This is an optimization exercise on Yosys and OpenROAD, whose aim is small area, a short achievable clock period and few clock cycles per item, not a production implementation. In this exercise RTL edits were held to simulation tests only and were not proved equivalent to the original. Power figures rest on the tool's default switching activity, not on a simulated workload.

==> flow/run.sh <==
#!/bin/bash
# synth_recipe.tcl (not shown) runs the flow's synth.tcl, then flattens the netlist and writes it again
# the make line also repeats each setting of config.mk as NAME=value (left out here)
make -C /OpenROAD-flow-scripts/flow DESIGN_CONFIG=/design/flow/config.mk WORK_HOME=/design/flow/orfs CLKGATE_MAP_FILE= SYNTH_SCRIPT=/design/flow/synth_recipe.tcl finish
==> flow/config.mk <==
export PLATFORM = sky130hd
export DESIGN_NAME = qoi_decompressor
export DESIGN_NICKNAME = qoi_decompressor
export VERILOG_FILES = /design/flow/design.v
export SDC_FILE = /design/flow/constraint.sdc
export NUM_CORES = 4
export LEC_CHECK = 0
export CAP_MARGIN = 20
export CORE_MARGIN = 2
export CORE_UTILIZATION = 40
export SLEW_MARGIN = 20
==> flow/constraint.sdc <==
create_clock -name core_clock -period 10.0 [get_ports {clk}]
set_input_delay 2.0000 -clock core_clock [delete_from_list [all_inputs] [get_ports {clk}]]
set_output_delay 2.0000 -clock core_clock [all_outputs]
set_load 0.01 [all_outputs]
==> flow/design.v <==
module qoi_decompressor (
    input  wire        rstn,
    input  wire        clk,
    output wire        i_tready,
    input  wire        i_tvalid,
    input  wire        i_tlast,
    input  wire [31:0] i_tdata,      
    input  wire        o_tready,
    output reg         o_tvalid,
    output reg         o_tlast,
    output reg  [ 7:0] o_R, o_G, o_B,
    output wire [31:0] o_width, o_height
);
localparam [2:0] S_INIT   = 3'd0,
                 S_IDLE   = 3'd1,
                 S_WIDTH  = 3'd2,
                 S_HEIGHT = 3'd3,
                 S_2BYTE  = 3'd4,
                 S_WORK   = 3'd5,
                 S_RUN    = 3'd6;
reg  [ 2:0] state;
reg         finished;  
reg  [ 6:0] cnt;
reg  [ 5:0] run;
reg  [31:0] width, height;
assign {o_width, o_height} = {width, height};
reg  [ 1:0] rem_cnt;          
reg  [23:0] rem_bytes;        
reg         code_en;
reg  [31:0] code;
wire [55:0] m_bytes = (rem_cnt == 2'd0) ? {24'h0, i_tdata                 } :
                      (rem_cnt == 2'd1) ? {16'h0, i_tdata, rem_bytes[ 7:0]} :
                      (rem_cnt == 2'd2) ? { 8'h0, i_tdata, rem_bytes[15:0]} :
                                          {       i_tdata, rem_bytes      } ;
reg  [ 2:0] consume_cnt;    
always @(*) begin
    if      (m_bytes[7:6] == 2'b00) consume_cnt = 3'd1;   
    else if (m_bytes[7:6] == 2'b01) consume_cnt = 3'd1;   
    else if (m_bytes[7:6] == 2'b10) consume_cnt = 3'd2;   
    else if (m_bytes[5:0] <  6'h3E) consume_cnt = 3'd1;   
    else                            consume_cnt = 3'd4;   
end
wire [23:0] new_rem_bytes = (consume_cnt==3'd1) ? m_bytes[31: 8] :
                            (consume_cnt==3'd2) ? m_bytes[39:16] :
                                                  m_bytes[55:32] ;
wire is_run = (m_bytes[7:6] == 2'b11 && m_bytes[5:0] < 6'h3E);
wire enough = ({1'b0,rem_cnt} >= consume_cnt);   
always @ (posedge clk or negedge rstn)
    if (~rstn) begin
        state     <= S_INIT;
        finished  <= 1'b0;
        cnt       <= 7'd0;
        width     <= 0;
        height    <= 0;
        run       <= 6'd0;
        rem_cnt   <= 2'd0;
        rem_bytes <= 24'h0;
        code_en   <= 1'b0;
        code      <= 0;
    end else begin
        if (~o_tvalid | o_tready)
            code_en <= 1'b0;
        case (state)
            S_INIT : begin     
                if (cnt < 7'd72) begin
                    cnt <= cnt + 7'd1;
                end else begin
                    cnt <= 7'd0;
                    state <= S_IDLE;
                end
                code[5:0] <= cnt[5:0] + 6'd1;   
            end
            S_IDLE :
                if (i_tvalid && i_tdata==32'h66_69_6f_71)   
                    state <= i_tlast ? S_IDLE : S_WIDTH;
            S_WIDTH : begin
                if (i_tvalid)
                    state <= i_tlast ? S_IDLE : S_HEIGHT;
                width  <= {i_tdata[7:0], i_tdata[15:8], i_tdata[23:16], i_tdata[31:24]};
            end
            S_HEIGHT : begin
                if (i_tvalid)
                    state <= i_tlast ? S_IDLE : S_2BYTE;
                height <= {i_tdata[7:0], i_tdata[15:8], i_tdata[23:16], i_tdata[31:24]};
            end
            S_2BYTE : begin
                if (i_tvalid)
                    state <= i_tlast ? S_IDLE : S_WORK;
                rem_cnt   <= 2'd2;
                rem_bytes <= {8'h0, i_tdata[31:16]};
                finished  <= 1'b0;
            end
            S_WORK :
                if (enough) begin                
                    if  (~code_en | ~o_tvalid | o_tready) begin
                        if (is_run) begin
                            run <= m_bytes[5:0];
                            if (m_bytes[5:0]>6'd0) state <= S_RUN;
                        end
                        rem_cnt   <= rem_cnt - consume_cnt[1:0];
                        rem_bytes <= new_rem_bytes;
                        code_en   <= 1'b1;
                        code      <= m_bytes[31:0];
                    end
                end else if (~finished) begin    
                    if  (~code_en | ~o_tvalid | o_tready) begin
                        if (i_tvalid) begin
                            finished <= i_tlast;
                            if (is_run) begin
                                run <= m_bytes[5:0];
                                if (m_bytes[5:0]>6'd0) state <= S_RUN;
                            end
                            rem_cnt   <= rem_cnt - consume_cnt[1:0];
                            rem_bytes <= new_rem_bytes;
                            code_en   <= 1'b1;
                            code      <= m_bytes[31:0];
                        end
                    end
                end else begin
                    if (~code_en & ~o_tvalid)
                        state <= S_INIT;
                end
            default    :
                if (~code_en | ~o_tvalid | o_tready) begin
                    code_en   <= 1'b1;
                    if (run > 6'd1) run <= run - 6'd1;
                    else            state <= S_WORK;
                end
        endcase
    end
assign i_tready = (state == S_IDLE  ) ? 1'b1 :
                  (state == S_WIDTH ) ? 1'b1 :
                  (state == S_HEIGHT) ? 1'b1 :
                  (state == S_2BYTE ) ? 1'b1 :
                  (state == S_WORK  ) ? (~enough & ~finished & (~code_en | ~o_tvalid | o_tready)) :
                                        1'b0;
reg  [23:0] HASH_TAB [63:0];
wire [ 7:0] dR = o_R + code[5:4] - 8'd2;
wire [ 7:0] dG = o_G + code[3:2] - 8'd2;
wire [ 7:0] dB = o_B + code[1:0] - 8'd2;
wire [ 7:0] xG = o_G + code[5:0]               - 8'd32;
wire [ 7:0] xR = o_R + code[5:0] + code[15:12] - 8'd40;
wire [ 7:0] xB = o_B + code[5:0] + code[11: 8] - 8'd40;
wire [ 7:0] R, G, B;
assign {R, G, B} = (code[7] == 1'b0) ? {dR, dG, dB}  :
                   (code[6] == 1'b0) ? {xR, xG, xB}  :
                   (code[5:0]<6'h3E) ? {o_R,o_G,o_B} :
                                       {code[15:8], code[23:16], code[31:24]} ;
wire [ 5:0] hash = 6'd53 +
                   R[5:0] + {R[4:0],1'b0} +                  
                   G[5:0] + {G[3:0],2'b0} +                  
                   B[5:0] + {B[4:0],1'b0} + {B[3:0],2'b0};   
reg  [31:0] xpos, ypos;
always @ (posedge clk)
    if (state == S_INIT) begin
        HASH_TAB[code[5:0]] <= 24'h0;
        {o_R, o_G, o_B} <= 24'h0;
        xpos <= 1;
        ypos <= 1;
        o_tvalid <= 1'b0;
        o_tlast  <= 1'b0;
    end else if (~o_tvalid | o_tready) begin
        o_tvalid <= code_en && (ypos <= height);
        if (code_en) begin
            o_tlast <= (ypos == height) && (xpos == width);
            if (xpos < width) begin
                xpos <= xpos + 1;
            end else begin
                xpos <= 1;
                ypos <= (ypos<=height) ? (ypos+1) : ypos;
            end
            if (code[7:6] == 2'd0) begin
                {o_R, o_G, o_B} <= HASH_TAB[code[5:0]];
            end else begin
                {o_R, o_G, o_B} <= {R, G, B};
                HASH_TAB[hash]  <= {R, G, B};
            end
        end
    end
endmodule
==> qor.yml <==
io-pin-count: 128
status: "finished clean"
worst_pin_slew_ps: 1110
dp_hpwl_um: 134000
fin_crit_sh: 0.865
netlist_area_um2: 74900
p_per_area_nw_per_um2: 172
antenna_found_initial: 15
cap_violations: 0
yosysWarnings: 1
drive_gt1_frac: 0.230
num_rows: 158
syn_to_final_growth_pct: 14.4
crit_arrival_ps: 9070
viasPerCell: 5.78
synth-main-ff-cell: "edfxtp_1"
cts_hold_buf: 0
synth_cell_types: 80
wirelength_um: 206000
synth_cells: 4186
wl_per_cell_um: 29.5
combPwrFrac: 0.007
yosysTopAreaCell: "edfxtp_1"
min_period_ps: 8650
h-tree-depth: 4
r2r_end: "HASH_TAB[12][9]$_DFFE_PP_"
cts_tree: "yes"
post-route-util: 0.461
hold_start: "rem_bytes[13]$_DFFE_PN0P_"
synthTopCellsByArea: "edfxtp_1 62%, mux4_2 15%, dfrtp_1 4.7%, ha_1 2.5%, dfxtp_1 2.4%"
hold_viol_final: 0
critPathBufInv: 7
ir_worst_vdd_v: 0.000189
vias: 40394
rr_startpoint: "code[2]$_DFFE_PN0P_"
multiInputGateArea_um2: 22600
regArea_um2: 51400
synth_seq_cells: 1766
path_max_fanout: 30
cpMostUsedCell: "inv_1"
finalMaxSlewViolations: 0
max-clock-path-buffers: 3
io_buffer_count: 127
gp_congestion: 0.872
p_int_w: 0.0117
cp_top_family: "adder cells"
drc: 0
setup_viol: 0
grt_first_pass_wirelength_um: 296000
grt_pass1_vias: 39612
pwr-share-clk: 0.455
drt_pass1_iterations: 6
clock-sinks: 1766
holdPathEnd: "rem_bytes[13]$_DFFE_PN0P_"
ant_nets: 0
nets: 4577
core_area_um2: 186000
ys_seq_area_frac: 0.687
cts_root_buf: "clkbuf_16"
gr-total-overflow: 0
r2r_cells: 27
start_util: 0.403
swShare: 0.202
netSwitchingPower_w: 0.00297
slew_headroom: 0.258
max_freq_ghz: 0.116
synth_edf_count: 1536
clock_latency_ps: 820
path_class: "flip-flop to flip-flop"
die_h_um: 437
synth_top_area_frac: 0.616
fp.dieW_um: 437
cts_setup_buffers: 0
min_path_type: "flip-flop to flip-flop"
crit_slowest_cell: "a21oi_2"
setup_tns_ps: 0
crit_required_ps: 10410
track_usage: 0.215
p_leak_nw: 24.3
rsz0062_at_grt: "false"
start_kind: "flip-flop"
startpoint: "code[2]$_DFFE_PN0P_"
clkTransAtPathRegs_ps: 60
seq_power_share: 0.538
async_reset_ff_frac: 0.0793
skew_ps: 66.6
crit_path_end_kind: "flip-flop"
dieArea_um2: 191000
syn-num-nets: 4399
fillCellCount: 15651
grt_start_max_net_pins: 119
drtIter0Drc: 4801
avgSynthCellArea_um2: 17.9
post_cts_resized: 0
rrSetupSlack_ps: 1350
holdPathStages: 2
numCtsBuffers: 182
critPathMaxStageDelay_ps: 900
==> how the worst max path moves through the flow <==
stage / to / cells past startpoint
5_1_grt: HASH_TAB[8][3]$_DFFE_PP_ / 27
2_1_floorplan: HASH_TAB[40][0]$_DFFE_PP_ / 30
4_1_cts: HASH_TAB[12][9]$_DFFE_PP_ / 27
3_5_place_dp: HASH_TAB[12][16]$_DFFE_PP_ / 27
6_report: HASH_TAB[12][9]$_DFFE_PP_ / 27
3_3_place_gp: HASH_TAB[12][23]$_DFFE_PP_ / 27
==> cells by family (layout without fill, tap and decap cells) <==
logic type / count (synthesis) / count (layout) / synth area share
AOI/OAI and AO/OA: 472 / 472 / 0.0395
xor gates and xnor gates: 93 / 93 / 0.0113
adders and majority gates: 176 / 176 / 0.0321
buffers and inverters: 383 / 704 / 0.0202
DFF: 1766 / 1766 / 0.687
muxes: 624 / 624 / 0.169
other: 0 / 6 / 0
and+or+nand+nor: 672 / 672 / 0.0411
==> placed cells by master (no fill, tap or decap), drive strengths merged, types with 9 or more instances in the layout <==
master         count
a211oi            13
edfxtp          1536
mux4             504
nor2             234
o21ai            155
a21oi            138
and3              24
clkdlybuf4s50    126
nor3              26
o211ai            35
xor2              45
a311oi            11
nor2b             17
a21o              34
or2                9
nand3             59
nand4             22
inv              180
dfrtp            140
ha               149
bufinv            13
or3               13
xnor2             46
clkinv            63
fa                27
nor4              15
mux2              61
buf               79
nand2            202
o41ai             11
nand2b            14
clkbuf           237
mux2i             59
dfxtp             90
==> routing by layer <==
layer  up-vias  share of wire  GRT usage
met5         -        0.00054          0
met4        10          0.028     0.0614
met3       300          0.078     0.0416
met2      1631           0.47      0.338
met1     21405           0.42      0.306
li1      17048              -          -
==> tightest hold or removal path, cell delays in order (launching register included) <==
cell,delay (ps)
dfrtp_1,340
nand2_1,40
o21ai_0,60
==> cell usage after synthesis (5+ instances only) <==
cell type,n
nand3_1,58
o31ai_1,8
xnor2_1,46
fa_1,27
nor3_1,26
nand2b_1,14
or3_1,13
nand3b_1,6
inv_1,170
nor2_1,233
dfrtp_1,140
clkbuf_1,131
nand2_1,202
o211ai_1,35
buf_2,50
o21ai_0,151
nand4_1,22
nor4_1,14
nor2b_1,17
a21o_1,34
a22o_1,5
dfxtp_1,90
a31oi_1,5
o41ai_1,11
ha_1,149
a221o_1,5
o21a_1,5
mux4_2,504
or2_2,8
o21bai_1,7
a311oi_1,10
buf_1,27
and3_1,24
a211oi_1,13
or3b_2,6
and2_1,8
edfxtp_1,1536
a21oi_1,136
xor2_1,45
mux2_2,60
and4_1,5
mux2i_1,59
==> registers in the layout, summed over array words and instances, names as in the netlist <==
signal     cells
xpos          32
o_G            8
o_B            8
cnt            7
ypos          32
HASH_TAB    1536
rem_bytes     24
state          3
o_R            8
code          32
run            6
o_tlast        1
height        32
finished       1
width         32
code_en        1
o_tvalid       1
rem_cnt        2
==> per-stage QoR <==
step                std cells  instance area, um2  hold WS [ps]  setup slack [ps]  total power (W)
CTS                      6986               85600           480              1350           0.0148
finish                   6993               85600           477              1350           0.0147
floorplan                4186               74900           443              1530          0.00810
global route             6987               85600           506               939           0.0151
global placement         6658               79700           462              1400          0.00817
detailed placement       6659               79700           466              1360          0.00817
==> final cells by class <==
cell class | count | share of cell area
diodes | 6 | 0.000175
clock buffers | 237 | 0.0568
clock inverters | 90 | 0.0117
inverters | 172 | 0.00763
multi-input cells | 2037 | 0.264
flip-flops and latches | 1766 | 0.601
well taps | 2480 | 0.0362
repair buffers | 205 | 0.0226
==> power groups by stage <==
stage	registers, W	logic (W)	clock network, W
2_1_floorplan	0.00807	0.0000311	0
3_3_place_gp	0.00806	0.000108	0
3_5_place_dp	0.00806	0.000108	0
4_1_cts	0.00791	0.000109	0.00680
5_1_grt	0.00791	0.000116	0.00707
6_report	0.00791	0.000109	0.00669
Testbench counts, summed over its fixed seeds: cycles 56,922, pixels 48,510.

==> separate check: timing with driven ports <==
The flow's constraints put no driver on any port. The routed layout listed below was extracted and timed again, unchanged, in two steps.
Step 1 sets driving cells, clkbuf_16 on the clock port and buf_2 on the other inputs (assumed; they add their load-dependent delay and slew).
Step 2 moves the port delays by t, midway between the first and last clock arrival at a register: inputs arrive t later, outputs are due t later. That takes back most of the time a late clock gives input paths.
Slacks: no drivers / after step 1 / after step 2; pairs: no drivers / after step 1.
t, ns: 0.865
slack for setup (ns): 1.349 / 1.349 / 1.349
worst hold slack (ns): 0.477 / 0.477 / 0.477
worst register clock-pin slew, ns: 0.07 / 0.07
worst data-port slew with drivers (ns): 0.06
After both steps setup and hold are still met in this run. The setup slack of this run moves by 0.000 ns with the drivers and by 0.000 ns with both steps.
